This design comes from an exercise in tuning for small area on the open sky130 flow, not from production work. No functional check of the RTL was part of this run. Power figures rest on the tool's default switching activity, not on a simulated workload.

==> design/flow/design.v <==
module IFU(
    input clock,
    input reset,
    output [31:0] pc
);
    reg [31:2] pc_q;
    assign pc = {pc_q, 2'b00};
    always @(posedge clock or posedge reset) begin
        if (reset) pc_q <= 30'd0;
        else       pc_q <= pc_q + 30'd1;
    end
endmodule
module CONTROL(
    input [31:0] instruction,
    output is_rtype,
    output [2:0] op3,
    output alt
);
    wire [2:0] f3 = instruction[14:12];
    wire [6:0] f7 = instruction[31:25];
    wire f7_ok = (f7 == 7'b0000000) || (f7 == 7'b0100000);
    wire to_and = ((f3 == 3'd0) || (f3 == 3'd5)) && !f7_ok;
    assign is_rtype = (instruction[6:0] == 7'b0110011);
    assign op3 = to_and ? 3'd7 : f3;
    assign alt = instruction[30];
endmodule
module RF_AO22(input a1, input a2, input b1, input b2, output y);
    assign y = (a1 & a2) | (b1 & b2);
endmodule
module RF_AOI222(input a1, input a2, input b1, input b2, input c1, input c2, output y);
    assign y = ~((a1 & a2) | (b1 & b2) | (c1 & c2));
endmodule
module RF_NAND2(input a, input b, output y);
    assign y = ~(a & b);
endmodule
module RF_RDBIT(input [31:1] sel, input [31:1] d, output y);
    wire [10:0] p;
    genvar j;
    generate
        for (j = 0; j < 10; j = j + 1) begin : g
            RF_AOI222 c(.a1(sel[3*j+1]), .a2(d[3*j+1]), .b1(sel[3*j+2]), .b2(d[3*j+2]),
                        .c1(sel[3*j+3]), .c2(d[3*j+3]), .y(p[j]));
        end
    endgenerate
    RF_NAND2 c31(.a(sel[31]), .b(d[31]), .y(p[10]));
    assign y = ~(&p);
endmodule
module REG_FILE(
    input clock,
    input init,
    input we,
    input [4:0] wa,
    input [31:0] wd,
    input [4:0] ra1,
    input [4:0] ra2,
    output [31:0] rd1,
    output [31:0] rd2
);
    wire [31:0] wd0 = wd & {32{~init}};
    wire [31:0] wd1 = wd | {32{init}};
    wire [31:1] sel1, sel2;
    wire [31:0] q [1:31];
    genvar i, b;
    generate
        for (i = 1; i < 32; i = i + 1) begin : x
            localparam [31:0] RV = i * i;
            wire wsel = init | (we && (wa == i));
            wire nsel = ~wsel;
            reg [31:0] r;
            wire [31:0] d;
            for (b = 0; b < 32; b = b + 1) begin : bt
                RF_AO22 m(.a1(wsel), .a2(RV[b] ? wd1[b] : wd0[b]), .b1(nsel), .b2(r[b]), .y(d[b]));
            end
            always @(posedge clock) r <= d;
            assign q[i] = r;
            assign sel1[i] = (ra1 == i);
            assign sel2[i] = (ra2 == i);
        end
        for (b = 0; b < 32; b = b + 1) begin : rb
            wire [31:1] col;
            for (i = 1; i < 32; i = i + 1) begin : c
                assign col[i] = q[i][b];
            end
            RF_RDBIT p1(.sel(sel1), .d(col), .y(rd1[b]));
            RF_RDBIT p2(.sel(sel2), .d(col), .y(rd2[b]));
        end
    endgenerate
endmodule
module ALU(
    input [31:0] a,
    input [31:0] b,
    input [2:0] op3,
    input alt,
    output reg [31:0] y,
    output zero
);
    wire sub = alt | op3[1];
    wire [33:0] s = {1'b0, a, 1'b1} + {1'b0, b ^ {32{sub}}, sub};
    wire [31:0] sum = s[32:1];
    wire cout = s[33];
    wire slt = (a[31] ^ b[31]) ? a[31] : sum[31];
    wire sltu = ~cout;
    wire left = ~op3[2];
    reg [31:0] a_rev, sr_rev;
    integer k;
    always @(*) for (k = 0; k < 32; k = k + 1) a_rev[k] = a[31-k];
    wire [31:0] x = left ? a_rev : a;
    wire fill = alt & a[31] & ~left;
    wire [63:0] xs = {{32{fill}}, x} >> b[4:0];
    wire [31:0] sr = xs[31:0];
    always @(*) for (k = 0; k < 32; k = k + 1) sr_rev[k] = sr[31-k];
    always @(*) begin
        case (op3)
            3'd0: y = sum;
            3'd1: y = sr_rev;
            3'd2: y = {31'd0, slt};
            3'd3: y = {31'd0, sltu};
            3'd4: y = a ^ b;
            3'd5: y = sr;
            3'd6: y = a | b;
            default: y = a & b;
        endcase
    end
    assign zero = (y == 32'd0);
endmodule
module DATAPATH(
    input clock,
    input reset,
    input is_rtype,
    input [2:0] op3,
    input alt,
    input [4:0] rs1,
    input [4:0] rs2,
    input [4:0] rd,
    output [31:0] result,
    output result_valid,
    output zero
);
    reg valid_q;
    reg init_q;
    always @(posedge clock or posedge reset) begin
        if (reset) begin
            valid_q <= 1'b0;
            init_q  <= 1'b1;
        end else begin
            valid_q <= is_rtype;
            init_q  <= 1'b0;
        end
    end
    reg [4:0] rs1_q, rs2_q, rd_q;
    reg [2:0] op3_q;
    reg alt_q;
    always @(posedge clock) begin
        rs1_q <= rs1;
        rs2_q <= rs2;
        rd_q  <= rd;
        op3_q <= op3;
        alt_q <= alt;
    end
    wire [31:0] a, b;
    REG_FILE rf(
        .clock(clock), .init(init_q),
        .we(valid_q), .wa(rd_q), .wd(result),
        .ra1(rs1_q), .ra2(rs2_q), .rd1(a), .rd2(b)
    );
    ALU alu(.a(a), .b(b), .op3(op3_q), .alt(alt_q), .y(result), .zero(zero));
    assign result_valid = valid_q;
endmodule
`timescale 1ns/1ns
module PROCESSOR(
    input clock,
    input reset,
    input [31:0] instruction,
    output [31:0] pc,
    output result_valid,
    output [31:0] result,
    output zero
);
    wire is_rtype, alt;
    wire [2:0] op3;
    IFU ifu(.clock(clock), .reset(reset), .pc(pc));
    CONTROL ctl(.instruction(instruction), .is_rtype(is_rtype), .op3(op3), .alt(alt));
    DATAPATH dp(
        .clock(clock), .reset(reset),
        .is_rtype(is_rtype), .op3(op3), .alt(alt),
        .rs1(instruction[19:15]), .rs2(instruction[24:20]), .rd(instruction[11:7]),
        .result(result), .result_valid(result_valid), .zero(zero)
    );
endmodule
==> design/flow/run.sh <==
#!/bin/bash
# synth_recipe.tcl (not shown) runs the flow's synth.tcl, then flattens the netlist and writes it again
# the make line also repeats each setting of config.mk as NAME=value (left out here)
make -C /OpenROAD-flow-scripts/flow DESIGN_CONFIG=/design/flow/config.mk WORK_HOME=/design/flow/orfs CLKGATE_MAP_FILE= SYNTH_SCRIPT=/design/flow/synth_recipe.tcl finish
==> design/flow/config.mk <==
export PLATFORM = sky130hd
export DESIGN_NAME = PROCESSOR
export DESIGN_NICKNAME = PROCESSOR
export VERILOG_FILES = /design/flow/design.v
export SDC_FILE = /design/flow/constraint.sdc
export NUM_CORES = 4
export LEC_CHECK = 0
export CAP_MARGIN = 20
export CORE_MARGIN = 2
export CORE_UTILIZATION = 40
export SLEW_MARGIN = 20
export SYNTH_HIERARCHICAL = 1
export SYNTH_MINIMUM_KEEP_SIZE = 0
==> design/flow/constraint.sdc <==
create_clock -name core_clock -period 12.0 [get_ports {clock}]
set_input_delay 2.4000 -clock core_clock [delete_from_list [all_inputs] [get_ports {clock}]]
set_output_delay 2.4000 -clock core_clock [all_outputs]
set_load 0.01 [all_outputs]
==> run notes <==
-- layout make-up --
type | instances | area [µm²] | area share
clock buffer | 142 | 3050 | 0.0546
antenna | 12 | 30.0 | 0.000537
inverter | 77 | 289 | 0.00517
sequential | 1043 | 21000 | 0.377
tap | 1536 | 1920 | 0.0344
timing repair buffer | 264 | 2360 | 0.0422
multi-input combinational | 3100 | 26400 | 0.472
clock inverter | 59 | 816 | 0.0146
-- per-layer routing --
layer / up-vias / wire length, µm / global-route usage
met3: 908 / 33900 / 0.123
li1: 19567 / - / -
met5: - / 235 / 0
met4: 32 / 18600 / 0.249
met1: 23203 / 85700 / 0.468
met2: 4083 / 94100 / 0.525
-- logic make-up (layout without fill, tap and decap cells) --
kind of cell	count (synthesis)	count (layout)	share of synthesized area
compound gates	2030	2030	0.377
flops	1043	1043	0.446
simple gates	802	802	0.0902
buf+inv	180	542	0.0161
fa+ha+maj	100	100	0.0265
mux	87	87	0.0302
xor+xnor	78	78	0.0145
other cells	2	15	0.000159
-- synth_stat cells, drive strengths merged, types with 47 or more instances --
cell    count  share of area
dfxtp    1011           0.43
a22o     1000           0.19
a222oi    641           0.14
nand2     171          0.014
nand4     150          0.021
nor2      136          0.011
a21oi     111          0.012
ha        100          0.026
nand3      92         0.0099
inv        75         0.0060
or3        74         0.0098
clkbuf     66         0.0053
xnor2      66          0.012
a21o       47         0.0075
-- worst max-delay path: cells and delay by family (launching register included) --
family                 cells  cell delay, ps
flip-flops                 1             510
AND/OR/NAND/NOR           10            3910
AO/OA/AOI/OAI              3            1250
buffers and inverters      2             940
multiplexers               3            1690
-- modules after synthesis, one instance, submodules excluded, a selection --
module | flops+latches | cell area (µm²) | copies in the design
ALU | 0 | 7290 | 1
CONTROL | 0 | 101 | 1
RF_RDBIT | 0 | 23.8 | 64
RF_NAND2 | 0 | 3.75 | 64
RF_AOI222 | 0 | 10.0 | 640
RF_AO22 | 0 | 8.76 | 992
DATAPATH | 21 | 439 | 1
IFU | 30 | 1350 | 1
REG_FILE | 992 | 21200 | 1
-- sequential cells by signal, summed over array words and instances (netlist names) --
register and count:
ifu.pc_q 30, dp.rs2_q 5, dp.rd_q 5, dp.valid_q 1
dp.init_q 1, dp.op3_q 3, dp.alt_q 1, dp.rf.x.r 992
dp.rs1_q 5
-- power groups by stage --
stage               Clock (mW)  Sequential (mW)  Combinational [mW]
floorplan                    0             4.27                1.55
global placement             0             4.38                2.43
detailed placement           0             4.38                2.44
CTS                       3.68             4.31                2.45
global route              3.81             4.39                2.66
finish                    3.67             4.34                2.56
-- how the worst max path moves through the flow --
stage                        startpoint  endpoint  slack (ps)  cells past startpoint
detailed placement  dp.rs2_q[0]$_DFF_P_      zero        1630                     18
floorplan           dp.rs2_q[3]$_DFF_P_      zero        2680                     22
finish              dp.rs2_q[0]$_DFF_P_      zero         560                     18
global placement    dp.rs2_q[0]$_DFF_P_      zero        1580                     18
CTS                 dp.rs2_q[0]$_DFF_P_      zero         820                     18
global route        dp.rs2_q[0]$_DFF_P_      zero         360                     19
==> impl_metrics.py <==
metrics = {
    "timing": {
        "rsz0062_at_grt": "no",
        "slew_headroom": 0.201,
        "finalHoldViolCount": 0,
        "drv_slew": 0,
        "fin_worst_skew_ps": 54.8,
        "finalSetupViolCount": 0,
        "tightest_slew_ps": 1200,
        "fmax_mhz": 87.4,
        "min_period_ps": 11440,
        "fin_crit_sh": 0.953,
        "fin_ws_ps": 561,
        "hold_slack_ps": 486,
        "fin_tns_setup_ps": 0,
    },
    "layout": {
        "final_common_cell": "dfxtp_1",
        "post-route-util": 0.475,
        "drive_above_1_share": 0.123,
        "layout_common_cells": "1,010 x dfxtp_1, 1,000 x a22o_1, 641 x a222oi_1, 171 x nand2_1, 160 x buf_4",
        "n_fill_cell": 10768,
        "finalNetCount": 4728,
        "area_growth_pct": 18.3,
        "final_cells": 6233,
        "final_cell_area_um2": 55900,
    },
    "setup_path": {
        "reg2reg_to": "dp.rf.x[6].r[31]$_DFF_P_",
        "crit_type": "flip-flop to output port",
        "cp-end-kind": "output port",
        "cp_max_fo": 32,
        "crit_path_start_kind": "flip-flop",
        "cp_slowest_cell": "nor2_4",
        "critPathMaxStageDelay_ps": 850,
        "reg2reg_from": "dp.rs2_q[0]$_DFF_P_",
        "ff2ff_path_depth": 19,
        "rrSetupSlack_ps": 3810,
        "cp_cell_sequence": "or3_1 -> nor2_4 -> a222oi_1 -> nand4_1 -> or3_2 -> buf_4 -> mux4_2 -> mux2i_1 -> mux4_2 -> nor3_1 -> a2111oi_0 -> a21oi_1 -> nor4_1 -> nand4_1 -> nor4_1 -> nand2_1 -> nor2_1 -> clkdlybuf4s50_1",
        "cp.required_ps": 9600,
        "worstPathArrival_ps": 9040,
    },
    "clock_network": {
        "numCtsBuffers": 108,
        "cts_root_buf": "clkbuf_16",
        "clock_sinks": 1043,
        "cts_tree": "done",
        "cts_hold_buf": 0,
        "clk_transition_reported_paths_ps": 60,
        "post_cts_resized": 0,
        "cts_setup_buffers": 0,
        "cts_buffer_depth": 3,
        "htree_levels": 3,
        "clock_latency_ps": 730,
    },
    "placed_design": {
        "dp_slack_ps": 1630,
        "dp_hpwl_mm": 147,
        "placed_area_um2": 51900,
        "place_inst": 6016,
        "io_buffers": 97,
        "gp_congestion": 1.02,
    },
    "power_and_ir_drop": {
        "p_leak_nw": 21.3,
        "pwr-share-seq": 0.410,
        "p_total_mw": 10.6,
        "p_per_area_nw_per_um2": 189,
        "power.internal_mw": 7.05,
        "switching_share": 0.333,
        "pwr-share-clk": 0.347,
        "vdd_drop_max_mv": 0.151,
        "combPwrFrac": 0.242,
        "power.switching_mw": 3.52,
    },
    "yosys": {
        "syn-cell-area_um2": 47200,
        "ys_seq_elements": 1043,
        "synth_enable_flop_cells": 0,
        "async_reset_ff_frac": 0.0307,
        "synth_ff_type": "dfxtp_1",
        "ys_seq_area_frac": 0.446,
        "ys_warn_count": 10,
        "syn_inst": 4322,
        "synth.distinct_cells": 100,
        "synth_area_per_cell_um2": 10.9,
    },
    "status": {
        "status": "timing/DRC/antenna clean",
    },
    "global_routing": {
        "grt_pass1_wl_mm": 330,
        "track_usage": 0.368,
        "grt_max_degree": 48,
        "overflow": 0,
        "antenna_found_initial": 28,
        "grt_pass1_vias": 44955,
    },
    "routing": {
        "wl_mm": 233,
        "ant_nets": 0,
        "drt_iter0_markers": 11009,
        "drc": 0,
        "avgViaCountPerCell": 7.67,
        "post_drt_wl_per_cell_um": 37.3,
        "vias": 47793,
        "drt_first_pass_iters": 14,
    },
    "worst_hold_path": {
        "whs_path_depth": 1,
        "min_from": "ifu.pc_q[31]$_DFF_PP0_",
        "hold_class": "flip-flop to flip-flop",
        "hold_end": "ifu.pc_q[31]$_DFF_PP0_",
    },
    "die": {
        "coreArea_um2": 118000,
        "die_w_um": 348,
        "die_area_um2": 121000,
        "ios": 100,
        "start_util": 0.402,
        "fp.dieH_um": 348,
        "rows": 126,
    },
    "flow_run": {
        "cap_viol_max_count": 0,
    },
}

static timing again, ports no longer ideal:
In the flow no input, the clock included, has a driving cell. The finished layout below was timed again as built, in two steps.
Step 1, drivers: a clkbuf_16 drives clock and a buf_2 each remaining input, both assumed.
Step 2, shift: input delay + t, output delay - t, t = (earliest + latest rising clock arrival at the registers) / 2. This alone moves slack from input paths to output paths.
a / b / c = ideal / step 1 / step 2; a / b = the first two.
shift t [ns]: 0.780
setup slack, ns: 0.561 / 0.487 / 1.266
worst slew at a driven data input, ns: 0.05
After both steps setup and hold are still met in this run. For this run, drivers alone change the setup slack by -0.074 ns; drivers and shift together by +0.705 ns.
